What follows belongs to an exercise in optimizing a design on an open flow for small area, a short achievable clock period and few clock cycles; a production flow would make more cautious choices.
In this exercise RTL edits were held to simulation tests only and were not proved equivalent to the original.
The clock port is modelled as an ideal driver; clocking choices that lean on that would not hold on a real chip.
Power figures rest on the tool's default switching activity, not on a simulated workload.

==> flow/design.v <==
`timescale 100ps / 100ps
`default_nettype none
module BESDPB #(
    parameter DATA_FILE = "",
    parameter ADDRESS_BITWIDTH = 16,
    parameter DATA_BITWIDTH = 32,
    parameter COLUMN_BITWIDTH = 8,
    parameter COLUMN_COUNT = DATA_BITWIDTH / COLUMN_BITWIDTH
) (
    input wire clk,
    input wire [COLUMN_COUNT-1:0] write_enable,
    input wire [ADDRESS_BITWIDTH-1:0] address,
    output wire [DATA_BITWIDTH-1:0] data_out,
    input wire [DATA_BITWIDTH-1:0] data_in
);
  reg [DATA_BITWIDTH-1:0] data[2**ADDRESS_BITWIDTH-1:0];
  assign data_out = data[address];
  always @(posedge clk) begin
    for (int i = 0; i < COLUMN_COUNT; i++) begin
      if (write_enable[i]) begin
        data[address][(i+1)*COLUMN_BITWIDTH-1-:COLUMN_BITWIDTH] <= data_in[(i+1)*COLUMN_BITWIDTH-1-:COLUMN_BITWIDTH];
      end
    end
  end
endmodule
`default_nettype wire
`timescale 100ps / 100ps
`default_nettype none
module Cache #(
    parameter LINE_IX_BITWIDTH = 4,
    parameter BURST_RAM_DEPTH_BITWIDTH = 21,
    parameter COMMAND_DELAY_INTERVAL = 14,
    parameter RAM_ADDRESSING = 3
) (
    input wire clk,
    input wire rst,
    input wire [31:0] address,
    output reg [31:0] data_out,
    output reg data_out_ready,
    input wire [31:0] data_in,
    input wire [3:0] write_enable,
    output reg busy,
    output reg br_cmd,   
    output reg br_cmd_en,
    output reg [BURST_RAM_DEPTH_BITWIDTH-1:0] br_addr,
    output reg [63:0] br_wr_data,
    output wire [7:0] br_data_mask,
    input wire [63:0] br_rd_data,
    input wire br_rd_data_valid
);
  localparam LINE_COUNT = 2 ** LINE_IX_BITWIDTH;
  localparam TAG_BITWIDTH = 32 - LINE_IX_BITWIDTH - 3 - 2 - 8;   
  assign br_data_mask = 8'h0F;
  reg [31:0] data[LINE_COUNT][8];
  reg [TAG_BITWIDTH-1:0] tags[LINE_COUNT];
  reg [LINE_COUNT-1:0] lines_valid;
  reg [LINE_COUNT-1:0] lines_dirty;
  wire [TAG_BITWIDTH-1:0] in_tag = address[23:9];
  wire [LINE_IX_BITWIDTH-1:0] in_idx = address[8:5];
  wire [2:0] in_col = address[4:2];
  wire in_write = write_enable != 0;
  wire [LINE_COUNT-1:0] match;
  for (genvar l = 0; l < LINE_COUNT; l++) begin : cmp
    assign match[l] = lines_valid[l] && tags[l] == in_tag;
  end
  wire in_hit = match[in_idx];
  wire in_dirty = lines_valid[in_idx] && lines_dirty[in_idx];
  reg st_req;   
  reg st_hit;   
  reg st_miss;   
  reg st_wb;   
  reg st_fill;   
  reg st_done;   
  reg wb_pending;   
  reg [3:0] cnt;   
  reg [1:0] beat;   
  reg [LINE_COUNT-1:0] lsel;   
  reg [3:0] psel;   
  reg [4*LINE_COUNT-1:0] rsel;   
  reg [3:0] fill_pair;   
  reg cpu_go;   
  reg [3:0] cpu_ce[8];   
  reg [3:0] from_ram[8];   
  reg [TAG_BITWIDTH-1:0] old_tag;
  always_comb begin
    old_tag = 0;
    for (int l = 0; l < LINE_COUNT; l++) old_tag = old_tag | {TAG_BITWIDTH{lsel[l]}} & tags[l];
  end
  reg [63:0] pair;
  always_comb begin
    pair = 0;
    for (int k = 0; k < 4 * LINE_COUNT; k++) begin
      pair = pair | ({64{rsel[k]}} & {data[k/4][2*(k%4)+1], data[k/4][2*(k%4)]});
    end
  end
  always_ff @(posedge clk) begin
    for (int l = 0; l < LINE_COUNT; l++) begin
      for (int c = 0; c < 8; c++) begin
        for (int b = 0; b < 4; b++) begin
          if (lsel[l] && (fill_pair[c/2] || cpu_go && cpu_ce[c][b])) begin
            data[l][c][8*b+:8] <= from_ram[c][b] ? br_rd_data[32*(c%2)+8*b+:8] : data_in[8*b+:8];
          end
        end
      end
    end
  end
  wire cnt_zero = cnt == 0;
  wire beat_in = st_fill && br_rd_data_valid;
  wire last_beat = beat_in && beat == 3;
  wire req_fill = st_req && !in_hit && cnt_zero && !in_dirty;   
  wire miss_cmd = st_miss && cnt_zero && (!wb_pending || psel[0]);
  wire st_req_n = st_done || last_beat && !busy;
  wire late_read = !in_write && in_col[2:1] == 3;
  wire st_hit_n = st_req && in_hit && !in_write || last_beat && busy && late_read;
  wire st_miss_n = st_req && !in_hit && !req_fill || st_miss && !miss_cmd || st_wb && psel[3];
  wire st_wb_n = miss_cmd && wb_pending || st_wb && !psel[3];
  wire st_fill_n = req_fill || miss_cmd && !wb_pending || st_fill && !last_beat;
  wire st_done_n = st_req && in_hit && in_write || st_hit || last_beat && busy && !late_read;
  wire cmd_n = req_fill || miss_cmd;   
  reg busy_n;
  always_comb begin
    busy_n = busy;
    if (st_req) busy_n = !(in_hit && in_write);
    if (st_hit) busy_n = 0;
    if (st_done) busy_n = 1;
    if (beat_in && beat == 2 && (in_write || in_col[2] == 0)) busy_n = 0;
    if (last_beat) busy_n = !busy || late_read;
  end
  wire [1:0] beat_n = st_req ? 2'd0 : beat_in ? beat + 2'd1 : beat;
  reg [3:0] psel_n;
  always_comb begin
    psel_n = 4'b0001 << in_col[2:1];
    if (st_miss) psel_n = wb_pending && miss_cmd ? 4'b0010 : 4'b0001;
    if (st_wb) psel_n = {psel[2:0], psel[3]};
  end
  wire filling_n = st_fill && !last_beat;
  always_ff @(posedge clk) begin
    lsel <= 0;
    lsel[in_idx] <= 1;
    psel <= psel_n;
    for (int k = 0; k < 4 * LINE_COUNT; k++) rsel[k] <= in_idx == k / 4 && psel_n[k%4];
    for (int p = 0; p < 4; p++) fill_pair[p] <= !rst && filling_n && beat_n == p;
    cpu_go <= !rst && !busy_n && in_write;
    for (int c = 0; c < 8; c++) begin
      for (int b = 0; b < 4; b++) begin
        cpu_ce[c][b] <= in_col == c && write_enable[b];
        from_ram[c][b] <= !(in_col == c && write_enable[b]);
      end
    end
  end
  always_ff @(posedge clk) begin
    for (int l = 0; l < LINE_COUNT; l++) begin
      if (lsel[l] && last_beat) tags[l] <= in_tag;
    end
  end
  always_ff @(posedge clk) begin
    if (rst) begin
      lines_valid <= 0;
      lines_dirty <= 0;
    end else begin
      for (int l = 0; l < LINE_COUNT; l++) begin
        if (lsel[l]) begin
          if (last_beat) begin
            lines_valid[l] <= 1;
            lines_dirty[l] <= cpu_go;
          end else if (cpu_go) begin
            lines_dirty[l] <= 1;
          end
        end
      end
    end
  end
  always_ff @(posedge clk) begin
    if (rst) begin
      st_req <= 1;
      st_hit <= 0;
      st_miss <= 0;
      st_wb <= 0;
      st_fill <= 0;
      st_done <= 0;
      busy <= 1;
      data_out_ready <= 0;
      br_cmd_en <= 0;
      cnt <= 0;
    end else begin
      st_req <= st_req_n;
      st_hit <= st_hit_n;
      st_miss <= st_miss_n;
      st_wb <= st_wb_n;
      st_fill <= st_fill_n;
      st_done <= st_done_n;
      busy <= busy_n;
      data_out_ready <= !busy_n && !in_write;
      br_cmd_en <= cmd_n;
      if (br_cmd_en) cnt <= 4'(COMMAND_DELAY_INTERVAL - 2);
      else if (cnt != 0) cnt <= cnt - 1;
    end
  end
  always_ff @(posedge clk) begin
    beat <= beat_n;
    if (st_req) wb_pending <= in_dirty;
    else if (cmd_n) wb_pending <= 0;
    br_cmd <= st_miss && wb_pending;
    br_addr <= {st_miss && wb_pending ? old_tag : in_tag, in_idx, 2'b00};
    br_wr_data <= pair;
    data_out <= in_col[0] ? pair[63:32] : pair[31:0];
  end
endmodule
`default_nettype wire
export LEC_CHECK = 0
export CAP_MARGIN = 30
export CORE_MARGIN = 2
export CORE_UTILIZATION = 45
export CTS_CLUSTER_DIAMETER = 60
export CTS_CLUSTER_SIZE = 30
export PLACE_DENSITY = 0.6
export SETUP_SLACK_MARGIN = 5
export SLEW_MARGIN = 45
create_clock -name core_clock -period 9.0 [get_ports {clk}]
standard.sh (not shown) runs the stock make flow with config.mk's settings and CLKGATE_MAP_FILE= SYNTH_SCRIPT=/design/flow/synth_recipe.tcl, a recipe that flattens the netlist after the stock synthesis.
==> flow/flow/run.sh <==
#!/bin/bash
set -euo pipefail
bash standard.sh SETUP_SLACK_MARGIN=5.8 PRE_CTS_TCL="$PWD/flow/near_pins.tcl" finish > standard.log 2>&1
==> flow/flow/near_pins.tcl <==
# Before CTS: move each flip-flop that drives an output port's buffer next to
# that buffer, then legalize the placement again.
set block [ord::get_db_block]
set moved 0
foreach bterm [$block getBTerms] {
  if {[$bterm getIoType] != "OUTPUT"} { continue }
  set net [$bterm getNet]
  if {$net == "NULL"} { continue }
  set buf ""
  foreach it [$net getITerms] {
    if {[$it isOutputSignal]} { set buf [$it getInst] }
  }
  if {$buf == ""} { continue }
  set ff ""
  foreach bit [$buf getITerms] {
    if {![$bit isInputSignal]} { continue }
    set in_net [$bit getNet]
    if {$in_net == "NULL"} { continue }
    foreach it [$in_net getITerms] {
      if {[$it isOutputSignal]} { set ff [$it getInst] }
    }
  }
  if {$ff == ""} { continue }
  if {![string match "*df*" [[$ff getMaster] getName]]} { continue }
  set loc [$buf getLocation]
  $ff setLocation [lindex $loc 0] [lindex $loc 1]
  $ff setPlacementStatus PLACED
  incr moved
}
puts "near_pins: moved $moved flip-flops next to their output buffers"
detailed_placement
check_placement
The baseline ran to the end with no violations.
Testbench counts at the start, summed over its fixed seeds: cycles 395,707.
Then changed:
--- a/flow/design.v
+++ b/flow/design.v
@@ -81,6 +81,7 @@
   reg cpu_go;   
   reg [3:0] cpu_ce[8];   
   reg [3:0] from_ram[8];   
+  reg fill_word;   
   reg [TAG_BITWIDTH-1:0] old_tag;
   always_comb begin
     old_tag = 0;
@@ -110,12 +111,11 @@
   wire req_fill = st_req && !in_hit && cnt_zero && !in_dirty;   
   wire miss_cmd = st_miss && cnt_zero && (!wb_pending || psel[0]);
   wire st_req_n = st_done || last_beat && !busy;
-  wire late_read = !in_write && in_col[2:1] == 3;
-  wire st_hit_n = st_req && in_hit && !in_write || last_beat && busy && late_read;
+  wire st_hit_n = st_req && in_hit && !in_write;
   wire st_miss_n = st_req && !in_hit && !req_fill || st_miss && !miss_cmd || st_wb && psel[3];
   wire st_wb_n = miss_cmd && wb_pending || st_wb && !psel[3];
   wire st_fill_n = req_fill || miss_cmd && !wb_pending || st_fill && !last_beat;
-  wire st_done_n = st_req && in_hit && in_write || st_hit || last_beat && busy && !late_read;
+  wire st_done_n = st_req && in_hit && in_write || st_hit || last_beat && busy;
   wire cmd_n = req_fill || miss_cmd;   
   reg busy_n;
   always_comb begin
@@ -123,8 +123,8 @@
     if (st_req) busy_n = !(in_hit && in_write);
     if (st_hit) busy_n = 0;
     if (st_done) busy_n = 1;
-    if (beat_in && beat == 2 && (in_write || in_col[2] == 0)) busy_n = 0;
-    if (last_beat) busy_n = !busy || late_read;
+    if (beat_in && beat == 2 && (in_write || in_col[2:1] != 3)) busy_n = 0;
+    if (last_beat) busy_n = !busy;
   end
   wire [1:0] beat_n = st_req ? 2'd0 : beat_in ? beat + 2'd1 : beat;
   reg [3:0] psel_n;
@@ -147,6 +147,7 @@
         from_ram[c][b] <= !(in_col == c && write_enable[b]);
       end
     end
+    fill_word <= filling_n && beat_n == in_col[2:1];
   end
   always_ff @(posedge clk) begin
     for (int l = 0; l < LINE_COUNT; l++) begin
@@ -192,7 +193,7 @@
       busy <= busy_n;
       data_out_ready <= !busy_n && !in_write;
       br_cmd_en <= cmd_n;
-      if (br_cmd_en) cnt <= 4'(COMMAND_DELAY_INTERVAL - 2);
+      if (cmd_n) cnt <= 4'(COMMAND_DELAY_INTERVAL - 1);
       else if (cnt != 0) cnt <= cnt - 1;
     end
   end
@@ -203,7 +204,8 @@
     br_cmd <= st_miss && wb_pending;
     br_addr <= {st_miss && wb_pending ? old_tag : in_tag, in_idx, 2'b00};
     br_wr_data <= pair;
-    data_out <= in_col[0] ? pair[63:32] : pair[31:0];
+    if (fill_word && br_rd_data_valid) data_out <= in_col[0] ? br_rd_data[63:32] : br_rd_data[31:0];
+    else data_out <= in_col[0] ? pair[63:32] : pair[31:0];
   end
 endmodule
 `default_nettype wire
The changed run produced a clean layout.
Die area climbs by 0.86%.
Combinational power drops by about 2%.
Non-clock buffer count went up by 45.
Worst setup slack is better by 0.12 ns.
Power fell by 0.77%.
Cell area came out higher by 0.53%.
Utilization goes down by 0.19 points.
Worst hold slack improves by 0.023 ns.
Global-route usage decreases by 0.76 points.
Via count barely changes.
First-iteration DRC count went up by 1.9%.
Wire length rose by 0.42%.
Critical path depth decreases by 2.
Testbench counts after the change, summed over its fixed seeds: cycles 391,830.

-- what the ideal ports hide --
No port has a modelled driver above. Below, the same layouts with a new extraction and two added sets of constraints. Step 1 (the two cells are an assumption about what drives the block):
set clk [get_ports {clk}]
set_driving_cell -lib_cell sky130_fd_sc_hd__clkbuf_16 $clk
set_driving_cell -lib_cell sky130_fd_sc_hd__buf_2 [delete_from_list [all_inputs] $clk]
Step 2 also shifts input and output timing later by t, the mid clock arrival at the registers, as if the neighbouring blocks saw the same clock. Slacks: ideal / step 1 / step 2; pairs: ideal / step 1.
| run | t, ns | slack for setup (ns) | worst hold slack (ns) | worst slew at a driven data input, ns |
|---|---|---|---|---|
| the first run | 1.129 | 5.502 / 5.573 / 4.447 | 0.484 / 0.484 / 0.484 | 0.51 |
| the second run | 1.169 | 5.619 / 5.568 / 4.648 | 0.507 / 0.507 / 0.507 | 0.26 |
After both steps every run listed still meets setup and hold. For the first run, which loses most, drivers alone change the setup slack by +0.071 ns; drivers and shift together by -1.055 ns.
